Source: an optimization exercise on an open RTL-to-GDS flow (aim: small area and a short achievable clock period). Production flows keep margins and buffers that such runs may drop. Only the layout flow was run in this run; the RTL was not checked for function there. Power and IR drop assume default switching activity.

--- flow/run.sh ---
#!/bin/bash
# Standard layout (standard.sh), with port buffers made from a plain buffer
# cell and clock tree synthesis without dummy loads.
set -euo pipefail
export BUFFER_PORTS_ARGS="-buffer_cell sky130_fd_sc_hd__buf_1"
export CTS_ARGS="-sink_clustering_enable -repair_clock_nets -dont_use_dummy_load -buf_list sky130_fd_sc_hd__clkbuf_16 -sink_clustering_size 24 -sink_clustering_max_diameter 120"
bash standard.sh > standard.log 2>&1
--- standard.sh ---
#!/bin/bash
# synth_recipe.tcl (not shown) runs the flow's synth.tcl, then flattens the netlist and writes it again
# the make line also repeats each setting of config.mk as NAME=value (left out here)
make -C /OpenROAD-flow-scripts/flow DESIGN_CONFIG=/design/flow/config.mk WORK_HOME=/design/flow/orfs CLKGATE_MAP_FILE= SYNTH_SCRIPT=/design/flow/synth_recipe.tcl "${@:-finish}"
--- config.mk ---
export PLATFORM = sky130hd
export DESIGN_NAME = float_adder
export DESIGN_NICKNAME = float_adder
export VERILOG_FILES = /design/flow/design.v
export SDC_FILE = /design/flow/constraint.sdc
export NUM_CORES = 4
export LEC_CHECK = 0
export ABC_AREA = 1
export CAP_MARGIN = 10
export CORE_MARGIN = 2
export CORE_UTILIZATION = 50
export SETUP_SLACK_MARGIN = 2.6
export SLEW_MARGIN = 10
--- constraint.sdc ---
create_clock -name core_clock -period 5.0 [get_ports {clk}]
set_input_delay 1.0000 -clock core_clock [delete_from_list [all_inputs] [get_ports {clk}]]
set_output_delay 1.0000 -clock core_clock [all_outputs]
set_load 0.01 [all_outputs]
--- design.v ---
module float_adder(
    input   clk,
    input   rst,
    input   [31:0]  x,
    input   [31:0]  y,
    output  [31:0]  z,
    output  [1:0]   overflow  
);
    reg [2:0] cnt;
    always @(posedge clk or negedge rst) begin
        if (!rst)
            cnt <= 3'd0;
        else if (cnt != 3'd7)
            cnt <= cnt + 3'd1;
    end
    wire [7:0] ex = x[30:23], ey = y[30:23];
    wire [22:0] mx = x[22:0], my = y[22:0];
    wire [8:0] d = {1'b0, ex} - {1'b0, ey};
    wire x_gt = x[30:0] > y[30:0];       
    wire zx = (x[30:0] == 31'd0);
    wire zy = (y[30:0] == 31'd0);
    wire hx = ~zx;           
    wire hy = ~zy | zx;      
    reg [22:0] i_bm;         
    reg [7:0]  i_be;         
    reg        i_bs;         
    reg [23:0] i_sml;        
    reg [8:0]  i_d;          
    reg        i_sub, i_xb;
    always @(posedge clk) begin
        i_bm  <= x_gt ? mx : my;
        i_be  <= x_gt ? ex : ey;
        i_bs  <= x_gt ? x[31] : y[31];
        i_sml <= x_gt ? {hy, my} : {hx, mx};
        i_d   <= d;
        i_sub <= x[31] ^ y[31];
        i_xb  <= x_gt;
    end
    wire neg = i_d[8];
    wire sub = i_sub;
    wire [23:0] s_sml = neg ? {1'b0, i_sml[23:1]} : i_sml;
    wire [4:0]  sh    = i_d[4:0] ^ {5{neg}};
    wire        far   = neg ? (i_d[7:5] != 3'b111) : (i_d[7:5] != 3'b000);
    wire [23:0] s_al  = far ? 24'd0 : (s_sml >> sh);
    wire [22:0] m_big = i_bm;
    wire [7:0]  e_big = i_be;
    wire spec = (i_be == 8'd255);
    wire nan  = spec && (i_bm != 23'd0);
    wire ones = nan || (spec && (i_d[7:0] == 8'd0) && sub);
    wire sx   = i_xb ? i_bs : (i_bs ^ sub);
    wire sgn = spec ? (sx | nan) : i_bs;
    reg [22:0] a_big;
    reg [23:0] a_sml;
    reg [7:0]  a_e;
    reg a_sgn, a_sub, a_spec, a_ones;
    always @(posedge clk) begin
        a_big  <= m_big;
        a_sml  <= s_al ^ {24{sub}};
        a_e    <= e_big;
        a_sgn  <= sgn;
        a_sub  <= sub;
        a_spec <= spec;
        a_ones <= ones;
    end
    wire [25:0] s_res = {2'b01, a_big, 1'b1} + {a_sub, a_sml, a_sub};
    wire [24:0] sum = {s_res[25] & ~a_sub, s_res[24:1]};
    reg [24:0] m_sum;
    reg [7:0]  m_ep1;        
    reg m_sgn, m_spec, m_ones;
    always @(posedge clk) begin
        m_sum  <= sum;
        m_ep1  <= a_e + 8'd1;
        m_sgn  <= a_sgn;
        m_spec <= a_spec;
        m_ones <= a_ones;
    end
    wire e0 = (m_ep1 == 8'd1);
    wire [24:0] lzin = {m_sum[24], m_sum[23] | e0, m_sum[22:0]};
    reg [4:0] k;
    integer i;
    always @(*) begin
        k = 5'd0;
        for (i = 0; i < 25; i = i + 1)
            if (lzin[i]) k = 5'd24 - i[4:0];
    end
    wire [23:0] crs  = m_sum[23:0] << {k[4:3], 3'b000};
    wire zero = (m_sum == 25'd0);
    wire ovf  = m_sum[24] && (m_ep1 == 8'd255);
    reg [23:0] n_m;
    reg [4:0]  n_k;
    reg [7:0]  n_ep1;
    reg        n_ones, n_clr, n_e255, n_e0;
        always @(posedge clk) begin
        n_m    <= crs;
        n_k    <= k;
        n_ep1  <= m_ep1;
        n_ones <= m_spec & m_ones;
        n_clr  <= m_spec | ovf;
        n_e255 <= m_spec | ovf;
        n_e0   <= zero & ~m_spec;
    end
    reg        z_s;
    reg [1:0]  z_ov;
    always @(posedge clk) begin
        if (cnt == 3'd3) begin
            z_s    <= (zero & ~m_spec) ? 1'b0 : m_sgn;
            z_ov   <= m_spec ? 2'b11 : {1'b0, ovf};
        end
    end
    wire [23:0] fin = n_m << n_k[2:0];
    reg [22:0] z_m;
    reg [7:0]  z_e;
    always @(posedge clk) begin
        if (cnt == 3'd4) begin
        z_m <= n_ones ? {23{1'b1}} : (n_clr ? 23'd0 : fin[23:1]);
        z_e <= n_e255 ? 8'd255 : (n_e0 ? 8'd0 : n_ep1 - {3'd0, n_k});
        end
    end
    assign z = {z_s, z_e, z_m};
    assign overflow = z_ov;
endmodule
==> results.txt <==
==> worst min-delay path by stage <==
stage / cells past startpoint / to / startpoint / slack, ns
final: 1 / cnt[1] / rst / 0.30
after global routing: 1 / cnt[1] / rst / 0.31
after CTS: 1 / cnt[1] / rst / 0.30
after detailed placement: 0 / m_sgn / a_sgn / 0.31
after global placement: 0 / m_spec / a_spec / 0.31
after floorplan: 0 / m_ones / a_ones / 0.31
==> cell usage after synthesis (2+ instances only) <==
| cell | instances |
|---|---|
| buf_2 | 11 |
| or2_1 | 6 |
| o22ai_1 | 2 |
| a31oi_1 | 19 |
| nor4_1 | 22 |
| nor3_1 | 11 |
| o31ai_1 | 4 |
| fa_1 | 3 |
| o221ai_1 | 6 |
| inv_1 | 138 |
| clkbuf_1 | 21 |
| a211oi_1 | 7 |
| a21oi_1 | 74 |
| nand2_1 | 316 |
| o21ai_2 | 30 |
| xnor2_4 | 2 |
| mux2i_1 | 13 |
| dfrtp_1 | 3 |
| inv_2 | 13 |
| a221o_1 | 10 |
| dfxtp_1 | 202 |
| o211ai_1 | 21 |
| buf_1 | 4 |
| xnor2_1 | 20 |
| o21ai_1 | 48 |
| nand2_2 | 3 |
| buf_6 | 9 |
| o21ai_0 | 106 |
| nand4_1 | 20 |
| or2_0 | 7 |
| o21bai_1 | 5 |
| ha_1 | 65 |
| buf_4 | 2 |
| clkinv_1 | 2 |
| xor2_1 | 45 |
| edfxtp_1 | 34 |
| nand3_1 | 35 |
| nor2_1 | 74 |
| nor3_2 | 3 |
==> logic make-up after synthesis <==
| family | Yosys count | share of synthesized area |
|---|---|---|
| compound gates | 337 | 0.1703 |
| xor+xnor | 68 | 0.05432 |
| fa+ha+maj | 68 | 0.07405 |
| buf+inv | 203 | 0.07278 |
| flops | 239 | 0.4358 |
| mux | 13 | 0.01103 |
| simple gates | 503 | 0.1817 |
==> layout make-up <==
class                           instances  area (sq um)
Timing Repair inverter                  2         16.27
Fill cell                            2172          9702
Tap cell                              319         399.1
Clock buffer                           13         325.3
Timing Repair Buffer                  141         882.1
Inverter                              155         653.1
Multi-Input combinational cell        992          6201
Sequential cell                       239          5154
==> critical path: cells and delay by family <==
kind	cells	cell delay, ns
buf+inv	4	0.46
simple gates	7	0.71
compound gates	3	0.45
fa+ha+maj	1	0.29
==> routing by layer <==
layer	track usage	routed length, microns
met3	0.02436	1255
met2	0.4007	14000
met4	0.05238	580
met5	0	0
met1	0.3469	14870
==> sequential cells by signal, indices dropped and copies added, names as in the netlist, 9 cells and up <==
register  cells
a_sml        24
i_bm         23
n_m          24
i_d           9
m_sum        25
i_sml        24
z_m          23
a_big        23
==> report_power, final <==
part,switching [mW],internal [mW],total [mW]
logic,1.73,1.09,2.82
registers,0.366,2.45,2.82
clock network,0.590,0.469,1.06
==> repair_timing <==
| item | CTS | global route |
|---|---|---|
| pin swaps | 5 | 24 |
| gates cloned | 3 | 4 |
| setup buffers | 9 | 23 |
| gates resized for setup | 34 | 118 |
| endpoints found under the setup margin | 97 | 85 |
==> per-stage QoR <==
stage	power, mW	cells	hold slack [ns]	area, sq um
floorplan	4.770	1431	0.3096	11960
global placement	5.447	1808	0.3126	12480
detailed placement	5.459	1808	0.3132	12480
CTS	6.580	1833	0.2985	13040
global route	7.187	1861	0.3138	13630
finish	6.695	1861	0.3046	13630
==> impl_metrics.csv <==
group,metric,value,unit
global_route,track_usage,0.2431,
worst_setup_path,reg2reg_from,"i_d[8]",
power,p_per_area,491.2,nW/um^2
sta,layout_setup_ws,2.491,ns
clocking,cts_tree,"done",
floorplan,dieArea,24830,sq um
logic_synthesis,ys_seq_area_frac,0.4358,
placement,dp_hpwl,23.48,mm
global_route,grt_max_degree,54,
logic_synthesis,ys_types,54,
worst_setup_path,cp_max_fo,8,
power,peakVddDrop,0.2496,mV
logic_synthesis,yosys_register_bits,239,
logic_synthesis,syn-num-nets,1565,
worst_setup_path,crit_required,5.41,ns
worst_setup_path,cp_slowest_cell,"ha_4",
global_route,grt_pass1_wl,47.47,mm
sta,fmaxAchievable,398.6,MHz
placement,place_ws,1.365,ns
detailed_routing,drtIter0Drc,638,
worst_setup_path,crit_start,"y[10]",
floorplan,dieHeight,157.6,microns
job,max_cap_viol_count,0,
sta,fin_tns_setup,0,ns
final_layout,fin_util,0.5842,
logic_synthesis,synthCells,1431,
worst_setup_path,start_kind,"input pin",
clocking,clk_pin_slew,0.09,ns
logic_synthesis,synth_async_sr_flop_share,0.01255,
detailed_routing,vias_per_cell,5.271,
clocking,cts_buffers,13,
sta,skew,0.03580,ns
worst_setup_path,endpoint_kind,"flip-flop",
worst_setup_path,reg2reg_depth,7,
sta,setup_viol_count_final,0,
sta,period_minus_slack,2.509,ns
clocking,clockRootBuffer,"clkbuf_16",
logic_synthesis,synthTopCellsByArea,"dfxtp_1 34%, nand2_1 10%, edfxtp_1 8.7%",
global_route,grt-ovfl-total,0,
logic_synthesis,postSynthAreaPerCell,8.242,sq um
outcome,status,"finished clean",
final_layout,layout_commonest_cell,"nand2_1",
worst_setup_path,arrival,2.92,ns
logic_synthesis,synthFlopType,"dfxtp_1",
worst_setup_path,crit_path_frequent_cell,"nand2_1",
min_path,worstHoldPathType,"input pin to asynchronous set/reset pin",
logic_synthesis,synth_top_area_share,0.3429,
clocking,clock_latency,0.49,ns
final_layout,syn2layout_area_growth,15.57,%
power,p_leak,5.841,nW
logic_synthesis,synth_edf_count,34,
logic_synthesis,syn_area,11790,sq um
clocking,ctsHoldBuffers,0,
sta,rsz0062_at_grt,"yes",
clocking,cts_buffer_depth,3,
detailed_routing,detail-route-antenna-nets,0,
logic_synthesis,synth.yosys.warnings,1,
sta,relSlewSlack,0.5814,
detailed_routing,vias,9810,
detailed_routing,drcViolationCount,0,
final_layout,layout.nets,1678,
floorplan,io_pins,100,
clocking,cts.sinks,239,
worst_setup_path,setup.worst_path.end,"i_be[3]",
global_route,first_global_vias,9096,
sta,hold_violations,0,
final_layout,final_cell_mix,"302 x nand2_1, 197 x dfxtp_1, 127 x inv_1",
floorplan,placement_rows,56,
sta,post-route-period-util,0.5017,
sta,slew_violations,0,
final_layout,insertedDiodeCount,0,
placement,placement.io_buffers,99,
sta,worst_pin_slew,0.6221,ns
floorplan,initial_core_util,0.5055,
floorplan,die_w,157.6,microns
floorplan,core-area,23330,sq um
worst_setup_path,r2r_slack,2.73,ns
global_route,antenna_found_initial,0,
worst_setup_path,critical_path.cell_chain,"buf_1 -> inv_1 -> ha_4 -> nand2_1 -> nor2_1 -> a21oi_1 -> o221ai_1 -> nand2_1 -> nand2_1 -> nand3_2 -> nand2_4 -> nand2_8 -> buf_12 -> buf_16 -> o21ai_0",
placement,gp_congestion,0.9401,
final_layout,drive_above_1_share,0.1291,
detailed_routing,wl,30.70,mm
worst_setup_path,r2r-end,"a_sml[5]",
worst_setup_path,slowest_delay,0.29,ns
clocking,h-tree-depth,1,
detailed_routing,drt_pass1_iterations,5,
detailed_routing,post_drt_wl_per_cell,16.50,microns
logic_synthesis,synth_top_area_cell,"dfxtp_1",
worst_setup_path,crit_type,"input pin to flip-flop",

-- static timing again, ports no longer ideal --
No port has a modelled driver above. Below, the same layout with a new extraction and two added sets of constraints. Step 1 sets driving cells, clkbuf_16 on the clock port and buf_2 on the other inputs (assumed; they add their load-dependent delay and slew). Step 2 moves the port delays by t, midway between the first and last clock arrival at a register: inputs arrive t later, outputs are due t later. That takes back most of the time a late clock gives input paths. Three values: ideal ports, drivers, drivers and shift; two values: the first two.
t, ns: 0.520
setup slack, ns: 2.491 / 2.510 / 1.990
clock arrival spread, ns: 0.036 / 0.036
worst slew at a driven data input, ns: 0.05
cell pins on the clock port's net: 1
After both steps this run still meets setup and hold. The setup slack of this run moves by +0.019 ns with the drivers and by -0.501 ns with both steps.
